Background: an optimization exercise with open tools, aiming at small area, a short achievable clock period and few clock cycles. Do not read the settings as production practice.
Function was checked by simulation only, so behaviour that the tests miss may differ from the original.
Power figures rest on the tool's default switching activity, not on a simulated workload.

==> flow/design.v (outline; a module is shown in full before it is edited, if it fits) <==
// module HAMMING_IP: 23 lines
// module MDC: 258 lines
// module boothmac: 878 lines
module MDC(
    clk,
    rst_n,
    in_valid,
    in_data,
    in_mode,
    out_valid,
    out_data
);
  // ...
==> flow/flow/run.sh <==
#!/bin/bash
# The standard layout (standard.sh) with the standard synthesis unchanged.  Two changes to how
# the layout is made, none to the constraints (the standard flow's SDC: clock period, I/O delays, loads):
#  - the resizer's timing repair aims at a larger setup margin (flow/margin.txt, in ns);
#  - the port buffers that the standard flow inserts use buf_4 cells.
# Each tool's output goes to its own log here (synth.log, layout.log) and under orfs/logs.
set -euo pipefail
MARGIN=$(cat flow/margin.txt)
bash standard.sh synth > synth.log 2>&1
sed 's/"\${@:-finish}"/SETUP_SLACK_MARGIN='"$MARGIN"' "BUFFER_PORTS_ARGS=-buffer_cell sky130_fd_sc_hd__buf_4" "${@:-finish}"/' standard.sh > standard_margin.sh
grep -q "SETUP_SLACK_MARGIN=$MARGIN" standard_margin.sh
bash standard_margin.sh finish > layout.log 2>&1
==> flow/flow/margin.txt <==
7.5
==> flow/standard.sh <==
#!/bin/bash
# synth_recipe.tcl (not shown) runs the flow's synth.tcl, then flattens the netlist and writes it again
# the make line also repeats each setting of config.mk as NAME=value (left out here)
make -C /OpenROAD-flow-scripts/flow DESIGN_CONFIG=/design/flow/config.mk WORK_HOME=/design/flow/orfs CLKGATE_MAP_FILE= SYNTH_SCRIPT=/design/flow/synth_recipe.tcl "${@:-finish}"
==> flow/config.mk <==
export PLATFORM = sky130hd
export DESIGN_NAME = MDC
export DESIGN_NICKNAME = MDC
export VERILOG_FILES = /design/flow/design.v
export SDC_FILE = /design/flow/constraint.sdc
export NUM_CORES = 4
export LEC_CHECK = 0
export CAP_MARGIN = 20
export CORE_MARGIN = 2
export CORE_UTILIZATION = 40
export SETUP_SLACK_MARGIN = 5
export SLEW_MARGIN = 20
==> flow/constraint.sdc <==
create_clock -name core_clock -period 13.5 [get_ports {clk}]
set_input_delay 2.7000 -clock core_clock [delete_from_list [all_inputs] [get_ports {clk}]]
set_output_delay 2.7000 -clock core_clock [all_outputs]
set_load 0.01 [all_outputs]
==> impl_metrics.json, run 1 <==
{
  "synth_nets": 5538,
  "rsz0062_at_grt": "true",
  "m1WireLength_um": 94400,
  "area_dominant_class": "multi-input combinational cells",
  "nFillCells": 11300,
  "clk_pin_slew_ns": 0.06,
  "powerDensity_mw_per_mm2": 92.8,
  "maxSlewHeadroom": 0.121,
  "met3_length_um": 34900,
  "worst-setup-path-type": "reg2out",
  "cts.sinks": 509,
  "hold_path_startpoint": "fin_r$_DFF_PN0_",
  "top_layer_used": "met5",
  "wl_per_cell_um": 37.8,
  "antenna_found_initial": 23,
  "hold_depth": 0,
  "cts_setup_buffers": 6,
  "yosysMostFrequentCell": "a22oi_1",
  "critPathLaunchType": "flip-flop",
  "synth_adder_area_share": 0.188,
  "hold_violations": 0,
  "worstMarginPinSlew_ns": 1.31,
  "worst_setup_path_end_kind": "primary output",
  "seq_share": 0.262,
  "synth_area_leader_cell": "edfxtp_1",
  "status": "timing/DRC/antenna clean",
  "finish.utilization": 0.456,
  "htree_levels": 2,
  "finalClockSkew_ns": 0.0614,
  "tns_ns": 0,
  "first_iter_violations": 7791,
  "synth_edf_count": 362,
  "p_clk_mw": 1.71,
  "synth_top_area_frac": 0.229,
  "cp-endpoint": "out_data[124]",
  "p_int_mw": 3.23,
  "crit_buf_inv": 4,
  "wl_met2_um": 101000,
  "synth_compound_area_frac": 0.235,
  "regToRegStartpoint": "BX1[8]$_DFF_P_",
  "nNonClkBuffers": 383,
  "ctsRootBufferMaster": "clkbuf_16",
  "setup_viol": 0
}
Testbench counts, summed over its fixed seeds: cycles 8,648.
==> run 2: changes to the inputs <==
==> flow/flow/run.sh (replaced) <==
#!/bin/bash
# The standard layout (standard.sh) with the standard synthesis unchanged.  Two changes to how
# the layout is made, none to the constraints (the standard flow's SDC: clock period, I/O delays, loads):
#  - the resizer's timing repair aims at a larger setup margin (flow/margin.txt, in ns);
#  - the port buffers that the standard flow inserts use buf_2 cells.
# Each tool's output goes to its own log here (synth.log, layout.log) and under orfs/logs.
set -euo pipefail
MARGIN=$(cat flow/margin.txt)
bash standard.sh synth > synth.log 2>&1
sed 's/"\${@:-finish}"/SETUP_SLACK_MARGIN='"$MARGIN"' "BUFFER_PORTS_ARGS=-buffer_cell sky130_fd_sc_hd__buf_2" "${@:-finish}"/' standard.sh > standard_margin.sh
grep -q "SETUP_SLACK_MARGIN=$MARGIN" standard_margin.sh
bash standard_margin.sh finish > layout.log 2>&1
==> impl_metrics.json, run 2 <==
{
  "setup_viol": 0,
  "power_leakage_nw": 20.4,
  "grt_usage": 0.391,
  "ctsRootBufferMaster": "clkbuf_16",
  "drive_above_1_share": 0.145,
  "r2r_cells": 18,
  "yosysMostFrequentCell": "a22oi_1",
  "max_stage_delay_ns": 0.68,
  "p_int_mw": 3.23,
  "viasPerCell": 6.81,
  "hold_path_startpoint": "fin_r$_DFF_PN0_",
  "initial_core_util": 0.403,
  "holdPathEnd": "out_valid$_DFF_PN0_",
  "path_max_fanout": 37,
  "vias": 45000,
  "synth_nets": 5538,
  "worstMarginPinSlew_ns": 1.22,
  "dp_hpwl_um": 181000,
  "powerDensity_mw_per_mm2": 93.8,
  "drc": 0,
  "hold_depth": 0,
  "insertion_delay_ns": 0.74,
  "finalWirelength_um": 245000,
  "synth_edf_count": 362,
  "synthCells": 4994,
  "whs_ns": 0.350,
  "fin_nets": 5547,
  "synth_area_leaders": "edfxtp_1 (23%), fa_1 (14%), a22oi_1 (7.4%)",
  "hold_violations": 0,
  "tns_ns": 0,
  "synth_area_per_cell_sq_um": 9.49,
  "die_h_um": 348,
  "power_mw": 4.98,
  "clkPwrFrac": 0.355,
  "first_iter_violations": 7681,
  "finish.utilization": 0.451,
  "clk_pin_slew_ns": 0.06,
  "p_sw_frac": 0.352,
  "rows": 126,
  "max_freq_mhz": 162,
  "arrival_ns": 6.78,
  "grt_pass1_vias": 42100,
  "seqPwrFrac": 0.369,
  "synthFlopType": "edfxtp_1",
  "status": "timing/DRC/antenna clean",
  "critPathLaunchType": "input pin",
  "grt_overflow": 0,
  "crit_buf_inv": 4,
  "regToRegStartpoint": "BX1[8]$_DFF_P_",
  "maxSlewHeadroom": 0.182,
  "synth_area_leader_cell": "edfxtp_1",
  "place.gp.congestion": 1.03,
  "cts_tree": "done",
  "required_ns": 14.11,
  "rsz0062_at_grt": "true",
  "cts_max_path_buffers": 3,
  "layout_commonest_cell": "a22oi_1",
  "cts_buffers": 61,
  "ir_drop_mv": 0.110,
  "r2r_end": "Y1[7]$_DFF_P_",
  "dieArea_sq_mm": 0.121,
  "yosys_warnings": 3,
  "htree_levels": 2,
  "fin_crit_ns": 6.17,
  "syn_area_sq_mm": 0.0474,
  "path_cells": "buf_2 -> nand2_1 -> buf_4 -> nor2_4 -> buf_4 -> buf_4 -> nor2_1 -> nand2_1 -> nand2_1 -> nand3_1",
  "async_flop_share": 0.0138,
  "r2r_setup_slack_ns": 7.57,
  "antenna_found_initial": 27,
  "core_area_sq_mm": 0.118,
  "final_cell_mix": "a22oi_1 (458), nand2_1 (411), inv_1 (390)",
  "pin_count": 235,
  "hold_path_class": "reg2reg",
  "area_growth_syn_to_layout_pct": 12.0,
  "grt_pass1_wl_um": 337000,
  "worst_setup_path_end_kind": "flip-flop",
  "critPathSlowestCell": "nand2_1",
  "drv_slew": 0,
  "drtAntennaViolNets": 0,
  "critPathTopFamily": "simple AND/OR/NAND/NOR gates",
  "power.switching_mw": 1.75,
  "yosysUniqueCellTypes": 86,
  "wl_per_cell_um": 37.0,
  "fp.dieW_um": 348,
  "synth_top_area_frac": 0.229,
  "synthTopCellsByCount": "a22oi_1 (466), nand2_1 (413), inv_1 (390)",
  "finalCritPeriodShare": 0.457,
  "io_buffer_count": 234,
  "cap_violations": 0,
  "worst-setup-path-type": "in2reg",
  "dr.pass1.iters": 12,
  "synth-seq-cells": 509,
  "finalClockSkew_ns": 0.0705,
  "p_comb_frac": 0.277,
  "cts.sinks": 509,
  "grt_max_degree": 92,
  "cp_num_cells": 10,
  "synth_seq_area_share": 0.292,
  "cts_hold_buf": 0
}
[run 2: worst register-to-register path, cell delays in order (launching register included)]
cell and delay [ns]:
dfxtp_4 0.47, buf_4 0.25, a22oi_1 0.12, xor2_1 0.18
fa_1 0.53, fa_1 0.56, fa_1 0.55, inv_1 0.05
fa_1 0.46, ha_1 0.35, nand2_1 0.12, a21oi_1 0.07
o41ai_1 0.33, a31o_2 0.22, buf_4 0.15, nor2_1 0.05
a41o_1 0.26, xor2_1 0.70, a221o_1 0.40
[run 2: kinds of logic after synthesis]
kind of cell / synth area share
AOI/OAI and AO/OA: 0.235
and+or+nand+nor: 0.102
buffers and inverters: 0.0653
xor gates and xnor gates: 0.104
adders and majority gates: 0.188
DFF: 0.292
muxes: 0.0128
[run 2: worst max path at each step]
stage                    start  slack [ns]               end
2_1_floorplan  BX1[14]$_DFF_P_        7.51  Q4[33]$_DFFE_PP_
3_3_place_gp    BX2[2]$_DFF_P_        6.84  Q4[32]$_DFFE_PP_
3_5_place_dp    BX2[1]$_DFF_P_        6.78  Q4[32]$_DFFE_PP_
4_1_cts         BX1[7]$_DFF_P_        7.50  Q4[32]$_DFFE_PP_
5_1_grt         Y1[19]$_DFF_P_        7.37  Q1[33]$_DFFE_PP_
6_report              in_valid        7.33     Y2[3]$_DFF_P_
[run 2: what timing repair did]
item | CTS | global route
gates cloned | 0 | 1
resized for setup | 147 | 115
pin swaps | 3 | 19
setup buffers | 10 | 9
setup endpoints to repair | 293 | 70
[run 2: layer usage]
layer | wire [um] | share of wire | vias up | track usage
met2 | 97000 | 0.40 | 3715 | 0.539
met4 | 20700 | 0.085 | 28 | 0.267
met5 | 302 | 0.0012 | - | 0.00120
met3 | 33800 | 0.14 | 842 | 0.151
met1 | 93000 | 0.38 | 22300 | 0.501
li1 | - | - | 18100 | -
[run 2: power groups by stage]
stage	logic, mW	registers [mW]	clock network [mW]
after floorplan	0.817	1.82	0
after global placement	1.26	1.87	0
after detailed placement	1.27	1.87	0
after CTS	1.30	1.83	1.75
after global routing	1.45	1.84	1.81
final	1.38	1.84	1.77
[run 2: area by class of cell]
type	count	area (sq um)
fill	11300	64700
sequential	509	14100
clock buffer	81	1680
multi-input combinational	3668	31200
inverter	391	1470
timing repair buffer	372	2360
clock inverter	35	387
antenna	19	47.5
tap	1536	1920
[run 2: per-stage QoR]
stage / cell area, sq um / setup slack [ns] / cells
global route: 53100 / 7.37 / 6592
global placement: 50000 / 6.84 / 6456
detailed placement: 50000 / 6.78 / 6456
floorplan: 47400 / 7.51 / 4994
CTS: 52500 / 7.50 / 6582
finish: 53100 / 7.33 / 6611
==> run 3: changes to the inputs <==
==> flow/flow/margin.txt (replaced) <==
8
==> impl_metrics.json, run 3 <==
{
  "status": "timing/DRC/antenna clean",
  "drv_slew": 0,
  "io_buffer_count": 234,
  "synth_edf_count": 362,
  "powerDensity_mw_per_mm2": 91.7,
  "antenna_found_initial": 30,
  "insertion_delay_ns": 0.71,
  "nFillCells": 10900,
  "rows": 126,
  "dp_hpwl_um": 181000,
  "worst-setup-path-type": "reg2reg",
  "wl_per_cell_um": 37.9,
  "drive_above_1_share": 0.218,
  "grt_overflow": 0,
  "area_growth_syn_to_layout_pct": 19.4,
  "synthCells": 4994,
  "cts_buffers": 60,
  "fp.dieW_um": 348,
  "fin_nets": 5692,
  "hold_violations": 0,
  "grt_usage": 0.403,
  "synth_top_area_frac": 0.229,
  "worstMarginPinSlew_ns": 1.25,
  "synthFlopType": "edfxtp_1",
  "yosysMostFrequentCell": "a22oi_1",
  "synth_seq_area_share": 0.292,
  "dr.pass1.iters": 14,
  "die_h_um": 348,
  "fin_crit_ns": 5.80,
  "cts_tree": "done",
  "async_flop_share": 0.0138,
  "dieArea_sq_mm": 0.121,
  "power_leakage_nw": 21.6,
  "finish.utilization": 0.481,
  "synth_nets": 5538,
  "finalClockSkew_ns": 0.0322,
  "htree_levels": 2,
  "critPathLaunchType": "flip-flop",
  "grt_max_degree": 90,
  "worst_setup_path_end_kind": "flip-flop",
  "arrival_ns": 6.26,
  "maxSlewHeadroom": 0.168,
  "hold_path_class": "reg2reg",
  "tns_ns": 0,
  "multi_input_comb_area_sq_mm": 0.0330,
  "final_cell_mix": "nand2_1 (405), a22oi_1 (395), inv_1 (380)",
  "setup_viol": 0,
  "clk_pin_slew_ns": 0.07,
  "place.gp.congestion": 1.08,
  "cap_violations": 0,
  "core_area_sq_mm": 0.118,
  "layout_commonest_cell": "nand2_1",
  "drtAntennaViolNets": 0,
  "yosysUniqueCellTypes": 86,
  "grt_pass1_wl_um": 345000,
  "max_freq_mhz": 172,
  "synth_area_per_cell_sq_um": 9.49,
  "grt_pass1_vias": 43100,
  "required_ns": 13.96,
  "ir_drop_mv": 0.104,
  "finalWirelength_um": 256000,
  "finalCritPeriodShare": 0.430,
  "drc": 0,
  "seqCellArea_sq_mm": 0.0141,
  "synth-seq-cells": 509,
  "rsz0062_at_grt": "true",
  "synthTopCellsByCount": "a22oi_1 (466), nand2_1 (413), inv_1 (390)",
  "synth_area_leaders": "edfxtp_1 (23%), fa_1 (14%), a22oi_1 (7.4%)",
  "path_max_fanout": 6,
  "yosys_warnings": 3,
  "initial_core_util": 0.403,
  "ctsRootBufferMaster": "clkbuf_16",
  "cts_max_path_buffers": 3,
  "whs_ns": 0.346,
  "vias": 46600,
  "viasPerCell": 6.91,
  "synth_area_leader_cell": "edfxtp_1",
  "syn_area_sq_mm": 0.0474,
  "first_iter_violations": 8173,
  "cts.sinks": 509,
  "pin_count": 235
}
[run 3: cell counts after synthesis]
No cell type changed its count.
[run 3: power breakdown]
group / total (mW) / switching, mW / internal [mW]
clock network: 1.69 / 0.776 / 0.910
logic: 1.68 / 1.04 / 0.642
registers: 1.83 / 0.0656 / 1.76
total: 5.19 / 1.88 / 3.31
[run 3: timing repair]
item,CTS,global route
gates resized for setup,426,268
cloned,9,3
setup endpoints to repair,390,216
pin swaps,99,191
hold buffers,0,0
setup buffers,66,82
[run 3: layout make-up]
| type | count | share of cell area |
|---|---|---|
| diodes | 11 | 0.000486 |
| repair buffers | 517 | 0.0717 |
| multi-input cells | 3669 | 0.584 |
| well taps | 1536 | 0.0340 |
| clock buffers | 75 | 0.0284 |
| inverters | 391 | 0.0261 |
| clock inverters | 39 | 0.00606 |
| flip-flops and latches | 509 | 0.250 |
[run 3: path summary, 6_finish.rpt]
path                                       start             endpoint  slack [ns]  depth (start not counted)
worst min-delay path             fin_r$_DFF_PN0_  out_valid$_DFF_PN0_        0.35                          0
worst max-delay path            Q3[13]$_DFFE_PP_     Q4[32]$_DFFE_PP_        7.70                         16
worst min register to register   fin_r$_DFF_PN0_  out_valid$_DFF_PN0_        0.35                          0
min in group asynchronous                  rst_n     cnt[1]$_DFF_PN0_        1.83                          1
max in group asynchronous                  rst_n     last_r$_DFF_PN0_       11.51                          1
worst max register to register  Q3[13]$_DFFE_PP_     Q4[32]$_DFFE_PP_        7.70                         16
[run 3: per-layer routing]
metal  vias up  global-route usage  wire length, um
met2      4019               0.553           101000
met3      1027               0.176            38800
li1      18400                   -                -
met1     23100               0.511            94200
met5         -                   0              401
met4        33               0.264            21800
[run 3: per-stage QoR]
stage	setup WS [ns]	total power, mW	instances	cell area [sq um]
floorplan	8.00	2.65	4994	47600
global placement	6.81	3.15	6461	50100
detailed placement	6.77	3.16	6462	50100
CTS	7.74	4.96	6651	54600
global route	7.57	5.29	6736	56600
finish	7.70	5.19	6747	56600
[run 3: logic make-up after synthesis]
family,share of synthesized area
muxes,0.0128
and+or+nand+nor,0.102
adders and majority gates,0.188
AOI/OAI and AO/OA,0.235
xor gates and xnor gates,0.104
buffers and inverters,0.0653
DFF,0.292
[run 3: critical path, stage by stage (launching register included)]
cell and delay (ns):
edfxtp_1 0.79, a221oi_1 1.07, fa_1 0.36, fa_1 0.42, inv_1 0.09, fa_1 0.42
ha_2 0.35, and3_4 0.20, and2_1 0.17, o21a_1 0.19, o31a_1 0.30, nand3_2 0.14
nand4_1 0.10, a31oi_1 0.22, xnor2_1 0.17, a32o_1 0.30, a211o_1 0.26

[re-timing with driven ports]
The results above use ideal ports. As a check the final layouts listed here were re-extracted and re-timed, cells and wires unchanged.
Step 1, drivers: a clkbuf_16 drives clk and a buf_2 each remaining input, both assumed.
Step 2 times the ports against the registers' clock, not the clock port: input delays grow and output delays shrink by t, the midpoint of the rising clock arrivals with the driver on.
Three values: ideal ports, drivers, drivers and shift; two values: the first two.
| run | shift t [ns] | setup slack, ns | hold WS [ns] | worst setup path after step 2 | clock arrival spread, ns |
|---|---|---|---|---|---|
| run 1 | 0.768 | 7.362 / 7.290 / 7.140 | 0.355 / 0.355 / 0.355 | input to register | 0.061 / 0.062 |
| run 2 | 0.778 | 7.329 / 7.382 / 6.608 | 0.350 / 0.350 / 0.350 | input to register | 0.070 / 0.071 |
| run 3 | 0.778 | 7.698 / 7.698 / 7.287 | 0.346 / 0.346 / 0.346 | input to register | 0.033 / 0.033 |
After both steps every run listed still meets setup and hold. The setup slack of run 2, which loses most, moves by +0.053 ns with the drivers and by -0.721 ns with both steps.
